What follows belongs to an exercise in optimizing a design on an open flow for small area; a production flow would make more cautious choices. No functional check of the RTL was part of any run shown here. No activity file was given, so power comes from the tool's default toggle rates. No driver is modelled on the clock port, so clocking that relies on it looks cheaper here than on a real chip.

==> config.mk <==
export PLATFORM = sky130hd
export DESIGN_NAME = datapath_32
export DESIGN_NICKNAME = datapath_32
export VERILOG_FILES = /design/flow/design.v
export SDC_FILE = /design/flow/constraint.sdc
export NUM_CORES = 8
export LEC_CHECK = 0
export CAP_MARGIN = 20
export CORE_MARGIN = 2
export CORE_UTILIZATION = 40
export SETUP_SLACK_MARGIN = 3
export SLEW_MARGIN = 20
==> constraint.sdc <==
create_clock -name core_clock -period 135.0 [get_ports {clk}]
set_input_delay 27.0000 -clock core_clock [delete_from_list [all_inputs] [get_ports {clk}]]
set_output_delay 27.0000 -clock core_clock [all_outputs]
set_load 0.01 [all_outputs]
==> design.v <==
`timescale 1ns / 1ps
module datapath_32(input clk,rst,
  output [31:0]imem_addr,input [31:0]imem_data,
  output [31:0]dmem_addr,output [31:0]dmem_wdata,output dmem_we,input [31:0]dmem_rdata,
  output halted,
  output retire_valid,output [31:0]retire_pc,output retire_we,output [4:0]retire_rd,output [31:0]retire_data);
localparam [4:0] S_INIT=0, S_A=1, S_B=2, S_C=3, S_L=4, S_H=5, S_COPY=6, S_SH=7, S_LD=8,
                 S_FIN=9, S_LNA=10, S_HALT=11,
                 S_PCN=16, S_PCB=17, S_PCJ=18, S_PCR=19, S_PCK=20;
reg [4:0] st;
reg [4:0] ph;
reg [4:0] it;             
reg c;                    
reg d;                    
reg f;                    
reg [31:0] hi, lo, t1, t2, pc;
wire [31:0] ins = imem_data;
wire [5:0] op = ins[31:26];
wire [4:0] rs = ins[25:21];
wire [4:0] rt = ins[20:16];
wire [4:0] rd = ins[15:11];
wire [5:0] fn = ins[5:0];
wire ph0 = (ph == 5'd0);
wire ph31 = (ph == 5'd31);
wire op_r0 = (op == 6'h00);
wire op_r1 = (op == 6'h01);
wire op_r2 = (op == 6'h02);
wire rtype = op_r0 | op_r1 | op_r2;
wire immalu = (op == 6'h03) | (op == 6'h04) | (op == 6'h05) | (op == 6'h06) | (op == 6'h07) | (op == 6'h2f);
wire op_lw = (op == 6'h08);
wire op_sw = (op == 6'h09);
wire op_li = (op == 6'h0a);
wire op_mov = (op == 6'h0b);
wire op_lna = (op == 6'h0c);
wire op_lui = (op == 6'h19);
wire op_br = (op[5:3] == 3'b010) & (op[2:1] != 2'b11);
wire op_j = (op == 6'h20);
wire op_jr = (op == 6'h21);
wire op_mfhi = (op == 6'h23);
wire op_mflo = (op == 6'h24);
wire op_md = (op == 6'h38);
wire op_hlt = (op == 6'h3f);
reg [5:0] ef;
always @(*) begin
  case (op)
    6'h03: ef = 6'd1;
    6'h04: ef = 6'd2;
    6'h05: ef = 6'd3;
    6'h06: ef = 6'd4;
    6'h07: ef = 6'd5;
    6'h2f: ef = 6'h30;
    default: ef = fn;
  endcase
end
wire is_mul = (rtype & (fn == 6'd9)) | (op_md & (fn == 6'd1));
wire is_div = (rtype & (fn == 6'd10)) | (op_md & (fn == 6'd2));
wire is_md = op_md | (rtype & ((fn == 6'd9) | (fn == 6'd10)));
wire is_sll = rtype & (fn == 6'd8);
wire is_srl = rtype & (fn == 6'd11);
wire is_sh = is_sll | is_srl;
wire is_slt = (rtype | immalu) & (ef == 6'h30);
wire is_inv = (ef == 6'd2) | (ef == 6'h30);    
wire writes = rtype | immalu | op_lw | op_li | op_lui | op_lna | op_mov | op_mfhi | op_mflo;
wire [4:0] dst = (op_r0 | op_r2) ? rd : (op_r1 | immalu | op_lw) ? rt : rs;
reg immb;
always @(*) begin
  immb = 1'b0;
  if (op_r2) begin
    if (ph < 5) immb = ins[ph + 5'd5];
  end else if (op_li) begin
    if (ph < 21) immb = ins[ph];
  end else if (op_lui) begin
    if (ph >= 16) immb = ins[ph - 5'd16];
  end else if (op_j) begin
    if (ph >= 2 && ph < 28) immb = ins[ph - 5'd2];
  end else if (op_br) begin
    if (ph >= 2 && ph < 18) immb = ins[ph - 5'd2];
  end else begin
    if (ph < 16) immb = ins[ph];
  end
end
wire sA = (st == S_A), sB = (st == S_B), sL = (st == S_L), sH = (st == S_H);
wire sPC = st[4];
wire use_rs = (sA & (op_lw | op_sw | op_jr | is_div)) | (sB & ~op_sw) | (sL & is_mul);
wire [4:0] raddr = use_rs ? rs : rt;
wire [31:0] taps;
wire rp = taps[raddr];
wire bsrc = (op_r0 | op_r1 | op_md) ? rp : immb;
wire pc0 = pc[0];
reg ax, ay, ac0;
always @(*) begin
  ax = rp; ay = 1'b0; ac0 = 1'b0;
  if (sPC | (st == S_LNA)) begin
    ax = pc0; ay = (st == S_PCB) & t2[0];
  end else if (st == S_COPY) begin
    ax = t1[0]; ay = is_div & op_md & f & rp;
  end else if (sL & is_div) begin
    ax = ph0 ? t2[31] : d; ay = bsrc ^ ~f; ac0 = ~f;
  end else if (sL) begin
    ax = ph0 ? 1'b0 : d; ay = f & rp;
  end else if (sH) begin
    ax = d;
  end else if (sA) begin
    ax = rp; ay = immb;
  end else begin
    ax = rp; ay = t1[0] ^ (is_inv | op_br); ac0 = is_inv | op_br;
  end
end
wire cont = sH;    
wire cin = ((ph0 & ~cont) ? ac0 : c) | ((sPC | (st == S_LNA)) & (ph == 5'd2));
wire sum = ax ^ ay ^ cin;
wire cout = (ax & ay) | (ax & cin) | (ay & cin);
reg res;
always @(*) begin
  case (ef)
    6'd1, 6'd2: res = sum;
    6'd3: res = rp & t1[0];
    6'd4: res = rp | t1[0];
    6'd5: res = rp ^ t1[0];
    6'd6: res = ~rp;
    default: res = 1'b0;
  endcase
end
wire neq = (~ph0 & f) | (rp ^ t1[0]);
wire ge = cout;
reg tk;
always @(*) begin
  case (op[2:0])
    3'd0: tk = ~neq;
    3'd1: tk = neq;
    3'd2: tk = ge & neq;
    3'd3: tk = ge;
    3'd4: tk = ~ge;
    default: tk = ~ge | ~neq;
  endcase
end
reg t1in;
always @(*) begin
  t1in = t1[0];
  if (sA) begin
    if (is_md) t1in = 1'b0;
    else if (op_lw | op_sw) t1in = sum;
    else if (op_br) t1in = rp;
    else if (rtype | immalu) t1in = bsrc;
  end else if ((sL & is_div) | (sH & ~is_div)) t1in = sum;
end
reg t2in;
always @(*) begin
  t2in = t2[0];
  case (st)
    S_A: begin
      if (is_md) t2in = is_div & rp;
      else if (op_li | op_lui | op_j) t2in = immb;
      else if (op_mov | op_jr) t2in = rp;
      else if (op_mfhi) t2in = hi[0];
      else if (op_mflo) t2in = lo[0];
    end
    S_B: begin
      if (is_sh) t2in = ~f & rp;
      else if (op_sw) t2in = rp;
      else if (op_br) t2in = immb;
      else if (~is_slt) t2in = res;
    end
    S_C: t2in = ph0 & f;
    S_L: if (~is_div) t2in = sum;
    S_H: if (is_div) t2in = ph0 ? ~f : d;
    S_SH: t2in = is_sll ? (~ph0 & d) : (~ph31 & t2[1]);
    S_LD: t2in = ph0 ? dmem_rdata[it] : d;
    S_LNA: t2in = sum;
    default: ;
  endcase
end
wire init = (st == S_INIT);
reg kbit;
always @(*) begin
  case (it[2:0])
    3'd0: kbit = (ph == 5'd0);
    3'd1: kbit = (ph == 5'd1);
    3'd2: kbit = 1'b1;
    3'd3: kbit = (ph == 5'd2);
    3'd4: kbit = (ph == 5'd0) | (ph == 5'd2);
    3'd5: kbit = (ph == 5'd1) | (ph == 5'd2);
    3'd6: kbit = (ph <= 5'd2);
    default: kbit = (ph[1:0] == 2'd1);
  endcase
end
wire khi = (ph == 5'd1) | (ph == 5'd4) | (ph == 5'd5);    
wire klo = (ph == 5'd1) | (ph == 5'd2) | (ph == 5'd4);    
wire wen = init | (st == S_FIN);
wire [4:0] waddr = init ? {2'b00, it[2:0]} : dst;
wire wbit = init ? kbit : t2[0];
genvar g;
generate
  for (g = 0; g < 32; g = g + 1) begin : R
    reg [31:0] q;
    always @(posedge clk) q <= {(wen && waddr == g) ? wbit : q[0], q[31:1]};
    assign taps[g] = q[0];
  end
endgenerate
always @(posedge clk) begin
  hi <= {init ? khi : (st == S_COPY) ? sum : hi[0], hi[31:1]};
  lo <= {init ? klo : (st == S_COPY) ? t2[0] : lo[0], lo[31:1]};
  t1 <= {t1in, t1[31:1]};
  t2 <= {t2in, t2[31:1]};
end
reg pcin;
always @(*) begin
  case (st)
    S_PCJ: pcin = (ph < 28) ? t2[0] : sum;
    S_PCR: pcin = t2[0];
    S_PCK, S_LNA: pcin = pc0;
    S_INIT: pcin = 1'b0;
    default: pcin = sum;
  endcase
end
wire pc_en = sPC | init | (st == S_LNA);
always @(posedge clk)
  if (pc_en) pc <= {pcin, pc[31:1]};
wire [4:0] it_dec = it - 5'd1;
wire sh_done = (~it_dec == t1[5:1]);
always @(posedge clk) begin
  c <= cout;
  d <= ((sL & is_div) | (sH & ~is_div)) ? t1[0] : t2[0];
  if (sA & is_sh) f <= (~ph0 & f) | (bsrc & (ph >= 5));
  else if (sA & is_md & ph31) f <= ~is_div & bsrc;
  else if (sB & op_br) f <= neq;
  else if (sB & is_slt & ph31) f <= ~cout;
  else if (sL & is_div & ph31) f <= t1[0] ^ ~f ^ cout;
  else if (sH & ~is_div & (ph == it_dec)) f <= bsrc;
  if (rst) begin
    st <= S_INIT;
    ph <= 5'd0;
    it <= 5'd7;
  end else begin
    ph <= ph + 5'd1;
    if (ph31) begin
      case (st)
        S_INIT: begin
          it <= it_dec;
          if (it == 5'd0) st <= S_A;
        end
        S_A: begin
          it <= 5'd31;
          if (is_md) st <= (is_mul | is_div) ? S_L : S_COPY;
          else if (rtype | immalu | op_sw | op_br) st <= S_B;
          else if (op_lw) st <= S_LD;
          else if (op_li | op_lui | op_mov | op_mfhi | op_mflo) st <= S_FIN;
          else if (op_lna) st <= S_LNA;
          else if (op_j) st <= S_PCJ;
          else if (op_jr) st <= S_PCR;
          else if (op_hlt) st <= S_PCK;
          else st <= S_PCN;
        end
        S_B: begin
          if (is_slt) st <= S_C;
          else if (is_sh) st <= (f | (t1[5:1] == 5'd0)) ? S_FIN : S_SH;
          else if (op_sw) st <= S_PCN;
          else if (op_br) st <= tk ? S_PCB : S_PCN;
          else st <= S_FIN;
        end
        S_C: st <= S_FIN;
        S_L: st <= S_H;
        S_H: begin
          it <= it_dec;
          if (it == 5'd0) st <= op_md ? S_COPY : S_FIN;
          else st <= S_L;
        end
        S_COPY: st <= S_PCN;
        S_SH: begin
          it <= it_dec;
          if (sh_done) st <= S_FIN;
        end
        S_LD: begin
          it <= it_dec;
          if (it == 5'd0) st <= S_FIN;
        end
        S_FIN: st <= S_PCN;
        S_LNA: st <= S_FIN;
        S_PCK: st <= S_HALT;
        S_HALT: st <= S_HALT;
        default: st <= S_A;    
      endcase
    end
  end
end
assign imem_addr = pc;
assign retire_pc = pc;
assign dmem_addr = t1;
assign dmem_wdata = t2;
assign retire_data = t2;
assign retire_valid = sPC & ph0;
assign dmem_we = (st == S_PCN) & ph0 & op_sw;
assign retire_we = writes;
assign retire_rd = dst;
assign halted = (st == S_HALT);
endmodule
==> run.sh <==
#!/bin/bash
# synth_recipe.tcl (not shown) runs the flow's synth.tcl, then flattens the netlist and writes it again
# the make line also repeats each setting of config.mk as NAME=value (left out here)
make -C /OpenROAD-flow-scripts/flow DESIGN_CONFIG=/design/flow/config.mk WORK_HOME=/design/flow/orfs CLKGATE_MAP_FILE= SYNTH_SCRIPT=/design/flow/synth_recipe.tcl finish
==> flow_metrics.py, run 1 <==
metrics = {
    "synth": {
        "synthSimpleGateAreaFrac": 0.0574,
        "synth_compound_area_frac": 0.0495,
        "avgSynthCellArea_um2": 14.9,
        "ys_seq_area_frac": 0.810,
        "netlist_area_um2": 30100,
        "ys_seq_elements": 1202,
        "synth_warnings": 1,
        "synthMuxAreaShare": 0.0424,
        "synth_xor_area_frac": 0.00669,
        "synth_edf_count": 33,
        "synth_ff_type": "dfxtp_1",
        "synth_cell_types": 84,
        "synth-adder-area-share": 0.00690,
        "synthesis.nets": 2100,
        "synthCells": 2018,
        "async_flop_share": 0,
        "synth_top_family_by_area": "simple AND/OR/NAND/NOR gates",
    },
    "detailed_routing": {
        "remaining_drc_errors": 0,
        "avgViaCountPerCell": 4.53,
        "antenna_left": 0,
        "drt_first_pass_iters": 5,
        "drt_iter0_markers": 913,
        "routed_wirelength_mm": 58.7,
        "via_count": 15000,
        "wl_per_cell_um": 17.7,
    },
    "clock_network": {
        "cts_buffer_depth": 3,
        "worstSkewPairLatency_ns": 0.68,
        "cts_tree": "yes",
        "clockRootBuffer": "clkbuf_16",
        "post-cts-setup-buffers": 0,
        "clk_pin_slew_ns": 0.06,
        "post_cts_resized": 0,
        "cts_sinks": 1202,
        "h-tree-depth": 3,
        "cts_buffers": 106,
        "hold_buffers": 0,
    },
    "timing": {
        "drv_slew": 0,
        "tns_ns": 0,
        "setup_viol": 0,
        "period_minus_slack_ns": 57.66,
        "hold_viol": 0,
        "period_share": 0.427,
        "slew_headroom": 0.260,
        "clock.fmax_mhz": 17.3,
        "skew_ns": 0.0606,
        "rsz0062_at_grt": "no",
        "worst_slew_pin_slew_ns": 1.10,
    },
    "floorplan": {
        "die_y_um": 278,
        "die_w_um": 278,
        "die_area_um2": 77500,
        "ioPinCount": 235,
        "start_util": 0.405,
        "row_count": 100,
        "coreArea_um2": 74400,
    },
    "finish": {
        "fill_cells": 6274,
        "areaGrowthSynthToFinish_pct": 21.7,
        "drive_above_1_share": 0.117,
        "nNetsFinal": 2332,
    },
    "critical_path": {
        "cp_slowest_stage_delay_ns": 1.13,
        "critPathLaunch": "imem_data[27]",
        "reg2reg_from": "st[4]",
        "crit_top_cell": "clkdlybuf4s50_1",
        "endpoint_kind": "output pin",
        "crit_chain": "clkdlybuf4s50_1, nand2_1, nor2_1, o21ai_1, a21oi_1, mux2i_1, o21ai_0, clkdlybuf4s50_1",
        "cp.required_ns": 108.00,
        "crit_fanout": 26,
        "crit_slowest_cell": "clkdlybuf4s50_1",
        "crit_arrival_ns": 30.66,
        "start_kind": "input pin",
        "criticalPathCategory": "input pin to output pin",
    },
    "global_route": {
        "grt_usage": 0.152,
        "antenna_found_initial": 2,
        "grt_max_degree": 33,
        "grt_pass1_wl_mm": 89.9,
        "grt_pass1_vias": 15000,
        "grt-ovfl-total": 0,
    },
    "placed_design": {
        "dp_hpwl_mm": 40.5,
        "portBuffers": 234,
        "gp_congestion": 0.872,
    },
    "worst_hold_path": {
        "hold_path_class": "flop to flop",
        "holdCritStartpoint": "R[2].q[19]",
    },
    "status": {
        "status": "no timing/DRC/antenna violations",
    },
    "job": {
        "maxCapViolations": 0,
    },
    "power": {
        "leakage_nw": 14.3,
        "ir_drop_mv": 0.0152,
        "total_power_mw": 0.679,
        "p_per_area_nw_per_um2": 18.5,
    },
}
-- state kept, by name, summed over array words and instances (netlist names) --
name	count
lo	32
it	5
hi	32
st	5
R.q	1024
t2	32
d	1
pc	32
ph	5
f	1
c	1
t1	32
-- where the power goes --
group | switching, mW | internal (mW) | leakage [nW]
Combinational | 0.00900 | 0.00739 | 2.66
Sequential | 0.00157 | 0.360 | 9.85
Clock | 0.127 | 0.174 | 1.79
-- layout make-up --
type / instances / area, µm² / share of cell area
multi-input combinational: 676 / 4920 / 0.134
inverter: 20 / 75.1 / 0.00205
timing repair buffer: 244 / 2420 / 0.0659
tap: 969 / 1210 / 0.0331
sequential: 1202 / 24400 / 0.665
clock inverter: 43 / 564 / 0.0154
clock buffer: 151 / 3080 / 0.0840
antenna: 3 / 7.51 / 0.000205
-- final timing paths --
path	endpoint	slack [ns]	cells past startpoint
setup / recovery	retire_rd[4]	77.34	8
hold / removal	R[2].q[18]	0.27	0
setup reg to reg	t2[31]	128.58	18
hold reg to reg	R[2].q[18]	0.27	0
-- cell families after synthesis --
logic type               Yosys count
XOR/XNOR                          23
adder cells (fa/ha/maj)           16
AO/OA/AOI/OAI                    218
buffers and inverters            140
flip-flops                      1202
AND/OR/NAND/NOR                  336
multiplexers                      83
-- layout by cell type, fill, tap and decap left out, types with 17 or more instances in the layout --
cell             synthesis  layout
a31oi_1                 18      18
a21oi_1                 46      46
clkinv_2                 0      20
nand2_1                 85      85
clkbuf_1                35      19
mux4_2                  32      32
nor3_1                  27      27
dfxtp_1               1169    1169
a211oi_1                21      21
a21boi_0                17      17
nor2_1                  85      85
nand3_1                 23      23
mux2_2                  27      27
clkbuf_8                 0      26
clkdlybuf4s50_1          0     234
clkbuf_16                0     106
o21ai_0                 37      36
inv_1                   20      20
nor2b_1                 22      22
edfxtp_1                33      33
-- worst max-delay path: cells and delay by family --
kind                   cells  cell delay, ns
AND/OR/NAND/NOR            2            0.43
multiplexers               1            0.21
buffers and inverters      2            1.78
AO/OA/AOI/OAI              3            1.23
-- metal layers --
metal | GRT usage | vias up | wire length (µm)
met5 | 0 | - | 13
met4 | 0.0640 | 2 | 2030
met3 | 0.0321 | 129 | 3070
met2 | 0.248 | 475 | 26900
met1 | 0.197 | 7168 | 26700
li1 | - | 7200 | -
-- cell usage after synthesis (17+ instances only) --
cell type,instances,area [µm²]
a211oi_1,21,158
a21oi_1,46,230
edfxtp_1,33,991
nor3_1,27,135
mux4_2,32,721
buf_4,70,526
inv_1,20,75.1
nor2b_1,22,138
nor2_1,85,319
nand3_1,23,115
clkbuf_1,35,131
a31oi_1,18,113
dfxtp_1,1169,23400
mux2_2,27,304
a21boi_0,17,128
nand2_1,85,319
o21ai_0,37,185
-- stage by stage --
step                area [µm²]  setup slack (ns)  hold WS, ns   util  instances
floorplan                30100             79.44        0.310      -       2018
global placement         33000             77.37        0.310  0.443       3111
detailed placement       33000             77.27        0.312  0.443       3111
CTS                      36700             77.27        0.269  0.492       3305
global route             36700             77.05        0.283  0.492       3305
finish                   36700             77.34        0.272  0.493       3308
==> inputs of run 2 (changes only) <==
==> flow/run.sh (new file) <==
#!/bin/bash
# Standard ORFS layout, with the port buffers made of the smallest buffer cell and a
# clock tree without dummy loads.
set -euo pipefail
bash standard.sh \
  "BUFFER_PORTS_ARGS=-buffer_cell sky130_fd_sc_hd__buf_1" \
  "CTS_ARGS=-sink_clustering_enable -repair_clock_nets -dont_use_dummy_load" \
  finish > orfs_flow.log 2>&1
==> standard.sh (new file) <==
#!/bin/bash
# synth_recipe.tcl (not shown) runs the flow's synth.tcl, then flattens the netlist and writes it again
# the make line also repeats each setting of config.mk as NAME=value (left out here)
make -C /OpenROAD-flow-scripts/flow DESIGN_CONFIG=/design/flow/config.mk WORK_HOME=/design/flow/orfs CLKGATE_MAP_FILE= SYNTH_SCRIPT=/design/flow/synth_recipe.tcl "${@:-finish}"
removed: run.sh
==> flow_metrics.py, run 2 <==
metrics = {
    "timing": {
        "period_share": 0.418,
        "rsz0062_at_grt": "no",
        "hold_ws_ns": 0.274,
        "skew_ns": 0.0717,
        "clock.fmax_mhz": 17.7,
        "setup_viol": 0,
        "hold_viol": 0,
        "worst_slew_pin_slew_ns": 1.08,
        "slew_headroom": 0.274,
        "period_minus_slack_ns": 56.40,
        "tns_ns": 0,
        "drv_slew": 0,
    },
    "clock_network": {
        "clockRootBuffer": "clkbuf_16",
        "worstSkewPairLatency_ns": 0.65,
        "cts_sinks": 1202,
        "h-tree-depth": 3,
        "hold_buffers": 0,
        "clk_pin_slew_ns": 0.06,
        "cts_tree": "yes",
        "post-cts-setup-buffers": 0,
        "cts_buffers": 106,
        "cts_buffer_depth": 3,
        "post_cts_resized": 0,
    },
    "critical_path": {
        "reg2reg_slack_ns": 128.38,
        "crit_slowest_cell": "a21oi_1",
        "critPathLaunch": "imem_data[29]",
        "reg2reg_from": "st[1]",
        "crit_fanout": 23,
        "rr_worst_depth": 18,
        "crit_chain": "buf_1, buf_4, nor2_1, o21ai_1, a21oi_1, mux2i_1, o21ai_0, buf_1",
        "endpoint_kind": "output pin",
        "start_kind": "input pin",
        "cp_slowest_stage_delay_ns": 0.71,
        "crit_top_cell": "buf_1",
        "crit_arrival_ns": 29.40,
        "criticalPathCategory": "input pin to output pin",
        "rr_endpoint": "t2[31]",
        "critPathCapture": "retire_rd[4]",
        "cp.required_ns": 108.00,
    },
    "finish": {
        "top_register": "R.q",
        "areaGrowthSynthToFinish_pct": 13.7,
        "nNetsFinal": 2336,
        "largest_reg_flops": 1024,
        "fin_area_um2": 34200,
        "final_common_cell": "dfxtp_1",
        "final_cell_mix": "dfxtp_1, buf_1, clkbuf_16",
        "fill_cells": 6482,
        "seq_area_um2": 24400,
        "multi_input_area_um2": 4920,
        "drive_above_1_share": 0.0928,
    },
    "detailed_routing": {
        "wl_met1_mm": 26.7,
        "drt_first_pass_iters": 5,
        "antenna_left": 0,
        "dr_wl_met3_mm": 3.10,
        "via_count": 14900,
        "drt_iter0_markers": 777,
        "avgViaCountPerCell": 4.64,
        "top_layer_used": "met5",
        "wl_per_cell_um": 18.2,
        "remaining_drc_errors": 0,
        "wl_met2_mm": 26.8,
        "routed_wirelength_mm": 58.7,
    },
    "power": {
        "internal-power_mw": 0.503,
        "ir_drop_mv": 0.00992,
        "p_per_area_nw_per_um2": 18.2,
        "comb_power_share": 0.023,
        "clkPwrFrac": 0.396,
        "switching_share": 0.193,
        "p_seq_frac": 0.581,
        "leakage_nw": 13.3,
        "p_switching_mw": 0.120,
    },
    "global_route": {
        "grt_pass1_wl_mm": 89.5,
        "grt-ovfl-total": 0,
        "grt_max_degree": 33,
        "antenna_found_initial": 1,
        "grt_pass1_vias": 14800,
        "grt_usage": 0.152,
    },
    "status": {
        "status": "no timing/DRC/antenna violations",
    },
    "floorplan": {
        "ioPinCount": 235,
        "die_area_um2": 77500,
        "coreArea_um2": 74400,
        "start_util": 0.405,
        "die_w_um": 278,
        "die_y_um": 278,
        "row_count": 100,
    },
    "synth": {
        "synth_ff_type": "dfxtp_1",
        "post-synth-top-count-cell": "dfxtp_1",
        "synth_cell_types": 84,
        "avgSynthCellArea_um2": 14.9,
        "synth_edf_count": 33,
        "synth_area_leaders": "dfxtp_1, edfxtp_1, mux4_2",
        "synth_warnings": 1,
        "synth_top_area_frac": 0.777,
        "ys_seq_area_frac": 0.810,
        "async_flop_share": 0,
        "yosys-top-cells-count": "dfxtp_1, nand2_1, nor2_1",
        "synthesis.nets": 2100,
        "synth_top_cell_by_area": "dfxtp_1",
        "netlist_area_um2": 30100,
        "synthCells": 2018,
        "ys_seq_elements": 1202,
    },
    "placed_design": {
        "dp_hpwl_mm": 40.4,
        "place_area_um2": 31600,
        "portBuffers": 234,
        "gp_congestion": 0.909,
    },
    "job": {
        "maxCapViolations": 0,
    },
    "worst_hold_path": {
        "hold_path_class": "flop to flop",
    },
}
-- run 2: layer usage --
layer | GRT usage | vias up
met5 | 0 | -
met4 | 0.0628 | 2
met3 | 0.0311 | 130
met2 | 0.244 | 477
met1 | 0.199 | 7193
li1 | - | 7136
-- run 2: power groups by stage --
| stage | Sequential [mW] | Clock (mW) | Combinational (mW) |
|---|---|---|---|
| after floorplan | 0.369 | 0 | 0.00939 |
| after global placement | 0.370 | 0 | 0.0147 |
| after detailed placement | 0.370 | 0 | 0.0146 |
| after CTS | 0.362 | 0.255 | 0.0147 |
| after global routing | 0.362 | 0.268 | 0.0160 |
| final | 0.362 | 0.247 | 0.0146 |
-- run 2: logic make-up after synthesis --
group | share of synthesized area
AO/OA/AOI/OAI | 0.0495
XOR/XNOR | 0.00669
adder cells (fa/ha/maj) | 0.00690
buffers and inverters | 0.0273
flip-flops | 0.810
multiplexers | 0.0424
AND/OR/NAND/NOR | 0.0574
-- run 2: worst max-delay path: cells and delay by family --
family,cells,cell delay (ns)
AO/OA/AOI/OAI,3,1.26
buffers and inverters,3,0.50
multiplexers,1,0.20
AND/OR/NAND/NOR,1,0.41
-- run 2: how the worst min path moves through the flow --
stage,start,to,slack (ns),cells after the start
2_1_floorplan,R[0].q[1],R[0].q[0],0.31,0
3_3_place_gp,R[17].q[10],R[17].q[9],0.31,0
3_5_place_dp,R[10].q[28],R[10].q[27],0.31,0
4_1_cts,R[19].q[3],R[19].q[2],0.26,0
5_1_grt,R[19].q[3],R[19].q[2],0.27,0
6_report,R[19].q[3],R[19].q[2],0.27,0
-- run 2: cell type report --
cell class / instances / share of cell area
Multi-Input combinational cell: 676 / 0.144
Sequential cell: 1202 / 0.713
Inverter: 20 / 0.00219
Timing Repair Buffer: 248 / 0.0287
Clock buffer: 106 / 0.0775
Tap cell: 969 / 0.0354
Antenna cell: 1 / 0.0000731
-- run 2: stage by stage --
stage	util	setup slack (ns)	cells	total power [mW]
finish	0.460	78.60	3222	0.624
global route	0.460	78.40	3221	0.646
CTS	0.460	78.59	3221	0.632
detailed placement	0.424	78.61	3115	0.385
global placement	0.424	78.60	3115	0.385
floorplan	-	79.44	2018	0.379
==> inputs of run 3 (changes only) <==
==> flow/run.sh (replaced) <==
#!/bin/bash
set -euo pipefail
bash standard.sh \
  "BUFFER_PORTS_ARGS=-buffer_cell sky130_fd_sc_hd__buf_1" \
  "CTS_ARGS=-sink_clustering_enable -repair_clock_nets -dont_use_dummy_load -buf_list sky130_fd_sc_hd__clkbuf_16 -sink_clustering_size 36 -sink_clustering_max_diameter 100" \
  finish > orfs_flow.log 2>&1
==> flow_metrics.py, run 3 <==
metrics = {
    "synth": {
        "synth_edf_count": 33,
        "ys_seq_area_frac": 0.810,
        "netlist_area_um2": 30100,
        "ys_seq_elements": 1202,
        "synth_warnings": 1,
        "synth_ff_type": "dfxtp_1",
        "synth_cell_types": 84,
        "avgSynthCellArea_um2": 14.9,
        "synthCells": 2018,
        "post-synth-top-count-cell": "dfxtp_1",
        "synth_top_cell_by_area": "dfxtp_1",
        "synthesis.nets": 2100,
        "async_flop_share": 0,
        "synth_top_area_frac": 0.777,
        "yosys-top-cells-count": "dfxtp_1, nand2_1, nor2_1",
        "synth_area_leaders": "dfxtp_1, edfxtp_1, mux4_2",
    },
    "timing": {
        "worst_slack_ns": 78.60,
        "worst_slew_pin_slew_ns": 1.09,
        "hold_viol": 0,
        "period_minus_slack_ns": 56.40,
        "drv_slew": 0,
        "setup_viol": 0,
        "clock.fmax_mhz": 17.7,
        "slew_headroom": 0.271,
        "tns_ns": 0,
        "period_share": 0.418,
        "rsz0062_at_grt": "no",
        "skew_ns": 0.101,
    },
    "global_route": {
        "met2_usage": 0.240,
        "top_usage_layer": "met2",
        "grt_pass1_wl_mm": 86.3,
        "antenna_found_initial": 1,
        "grt_max_degree": 37,
        "grt_usage": 0.146,
        "grt_pass1_vias": 14000,
        "grt-ovfl-total": 0,
        "grt_use_met3": 0.0232,
        "use_met1": 0.197,
    },
    "finish": {
        "drive_above_1_share": 0.0667,
        "top_register": "R.q",
        "nNetsFinal": 2273,
        "final_cell_mix": "dfxtp_1, buf_1, nor2_1, nand2_1, a21oi_1",
        "areaGrowthSynthToFinish_pct": 8.44,
        "largest_reg_flops": 1024,
        "multi_input_area_um2": 4920,
        "seq_area_um2": 24400,
        "final_common_cell": "dfxtp_1",
        "fill_cells": 6639,
    },
    "critical_path": {
        "rr_worst_depth": 18,
        "rr_endpoint": "t2[31]",
        "crit_arrival_ns": 29.40,
        "cp.depth": 9,
        "crit_slowest_cell": "a21oi_1",
        "start_kind": "input pin",
        "crit_fanout": 30,
        "cp_slowest_stage_delay_ns": 0.74,
        "path_delay_family": "compound AO/OA/AOI/OAI gates",
        "cp.required_ns": 108.00,
        "criticalPathCategory": "input pin to output pin",
        "crit_chain": "buf_1, buf_4, nand2_1, nor2_1, o21ai_1, a21oi_1, mux2i_1, o21ai_0, buf_1",
        "reg2reg_from": "st[1]",
        "endpoint_kind": "output pin",
        "crit_top_cell": "buf_1",
        "critPathBufInv": 3,
        "reg2reg_slack_ns": 128.40,
    },
    "power": {
        "ir_drop_mv": 0.0108,
        "total_power_mw": 0.527,
        "p_per_area_nw_per_um2": 16.1,
        "leakage_nw": 12.5,
    },
    "floorplan": {
        "ioPinCount": 235,
        "row_count": 100,
        "die_w_um": 278,
        "start_util": 0.405,
        "die_area_um2": 77500,
        "coreArea_um2": 74400,
        "die_y_um": 278,
    },
    "detailed_routing": {
        "routed_wirelength_mm": 57.1,
        "via_count": 14500,
        "wl_per_cell_um": 18.1,
        "drt_iter0_markers": 868,
        "avgViaCountPerCell": 4.59,
        "drt_first_pass_iters": 7,
        "antenna_left": 0,
        "remaining_drc_errors": 0,
    },
    "clock_network": {
        "clockRootBuffer": "clkbuf_16",
        "clk_pin_slew_ns": 0.11,
        "cts_sinks": 1202,
        "post-cts-setup-buffers": 0,
        "h-tree-depth": 2,
        "hold_buffers": 0,
        "worstSkewPairLatency_ns": 0.61,
        "cts_tree": "yes",
        "cts_buffers": 43,
        "post_cts_resized": 0,
        "cts_buffer_depth": 3,
    },
    "placed_design": {
        "gp_congestion": 0.909,
        "place_ws_ns": 78.61,
        "dp_hpwl_mm": 40.4,
        "portBuffers": 234,
    },
    "worst_hold_path": {
        "hold_path_class": "flop to flop",
        "holdCritStartpoint": "R[27].q[17]",
        "min_delay_worst_endpoint": "R[27].q[16]",
        "hold_depth": 0,
    },
    "job": {
        "maxCapViolations": 0,
    },
    "status": {
        "status": "no timing/DRC/antenna violations",
    },
}
-- run 3: how the worst max path moves through the flow --
stage                       start      endpoint  slack, ns
finish              imem_data[28]  retire_rd[4]      78.60
global route        imem_data[28]  retire_rd[4]      78.40
CTS                 imem_data[31]  retire_rd[3]      78.59
detailed placement  imem_data[29]  retire_rd[3]      78.61
global placement    imem_data[31]  retire_rd[3]      78.60
floorplan           imem_data[30]     retire_we      79.44
-- run 3: metal layers --
| layer | vias up | part of all wire |
|---|---|---|
| met3 | 84 | 0.055 |
| met1 | 6998 | 0.46 |
| met2 | 424 | 0.46 |
| met5 | - | 0 |
| li1 | 6986 | - |
| met4 | 0 | 0.028 |
-- run 3: layout make-up --
cell class / instances / area share
Multi-Input combinational cell: 676 / 0.151
Clock buffer: 43 / 0.0329
Sequential cell: 1202 / 0.747
Timing Repair Buffer: 248 / 0.0301
Inverter: 20 / 0.00230
Tap cell: 969 / 0.0371
Antenna cell: 2 / 0.000153
-- run 3: cell families (layout without fill, tap and decap cells) --
group | after synthesis | count (layout) | synth area share
DFF | 1202 | 1202 | 0.810
and+or+nand+nor | 336 | 336 | 0.0574
AOI/OAI and AO/OA | 218 | 218 | 0.0495
buffers and inverters | 140 | 311 | 0.0273
muxes | 83 | 83 | 0.0424
xor gates and xnor gates | 23 | 23 | 0.00669
adders and majority gates | 16 | 16 | 0.00690
other | 0 | 2 | 0
-- run 3: per-stage QoR --
| step | utilization | cells | cell area (µm²) | hold slack [ns] |
|---|---|---|---|---|
| after floorplan | - | 2018 | 30100 | 0.310 |
| after global placement | 0.424 | 3115 | 31600 | 0.310 |
| after detailed placement | 0.424 | 3115 | 31600 | 0.312 |
| after CTS | 0.439 | 3158 | 32600 | 0.252 |
| after global routing | 0.439 | 3158 | 32700 | 0.243 |
| final | 0.439 | 3160 | 32700 | 0.248 |
-- run 3: worst reg2reg max path: stages, from the launching register on --
cell and delay (ns):
dfxtp_1 0.76, inv_1 0.33, nor3_2 0.67, a32oi_4 0.22, nand2_2 0.29, mux2i_1 0.75, a211oi_1 0.10, a2111oi_0 0.36
or4_1 0.47, nand2_1 0.11, o41ai_1 0.29, a31oi_1 0.10, fa_1 0.86, a2bb2oi_1 0.23, o221ai_1 0.19, nor3b_1 0.25
mux2i_1 0.11, a21oi_1 0.30, o22ai_1 0.16
-- run 3: power breakdown --
| part | switching [mW] | leakage (nW) | internal (mW) | total [mW] |
|---|---|---|---|---|
| Clock | 0.0929 | 0.530 | 0.0577 | 0.151 |
| Combinational | 0.00910 | 2.12 | 0.00556 | 0.0147 |
| Sequential | 0.00158 | 9.85 | 0.360 | 0.362 |

[separate check: timing with driven ports]
No port has a modelled driver above. Below, the same layouts with a new extraction and two added sets of constraints. Step 1: set_driving_cell puts a clkbuf_16 on clk and a buf_2 on each other input, an assumption about the parent block. Step 2, shift: input delay + t, output delay - t, t = (earliest + latest rising clock arrival at the registers) / 2. This alone moves slack from input paths to output paths. a / b / c = ideal / step 1 / step 2; a / b = the first two.
| run | t, ns | slack for setup (ns) | worst setup path at the end |
|---|---|---|---|
| run 1 | 0.712 | 77.342 / 77.315 / 77.315 | input to output |
| run 2 | 0.678 | 78.605 / 78.584 / 78.584 | input to output |
| run 3 | 0.617 | 78.605 / 78.582 / 78.582 | input to output |
After both steps every run listed still meets setup and hold. For run 1, which loses most, drivers alone change the setup slack by -0.027 ns; drivers and shift together by -0.027 ns.
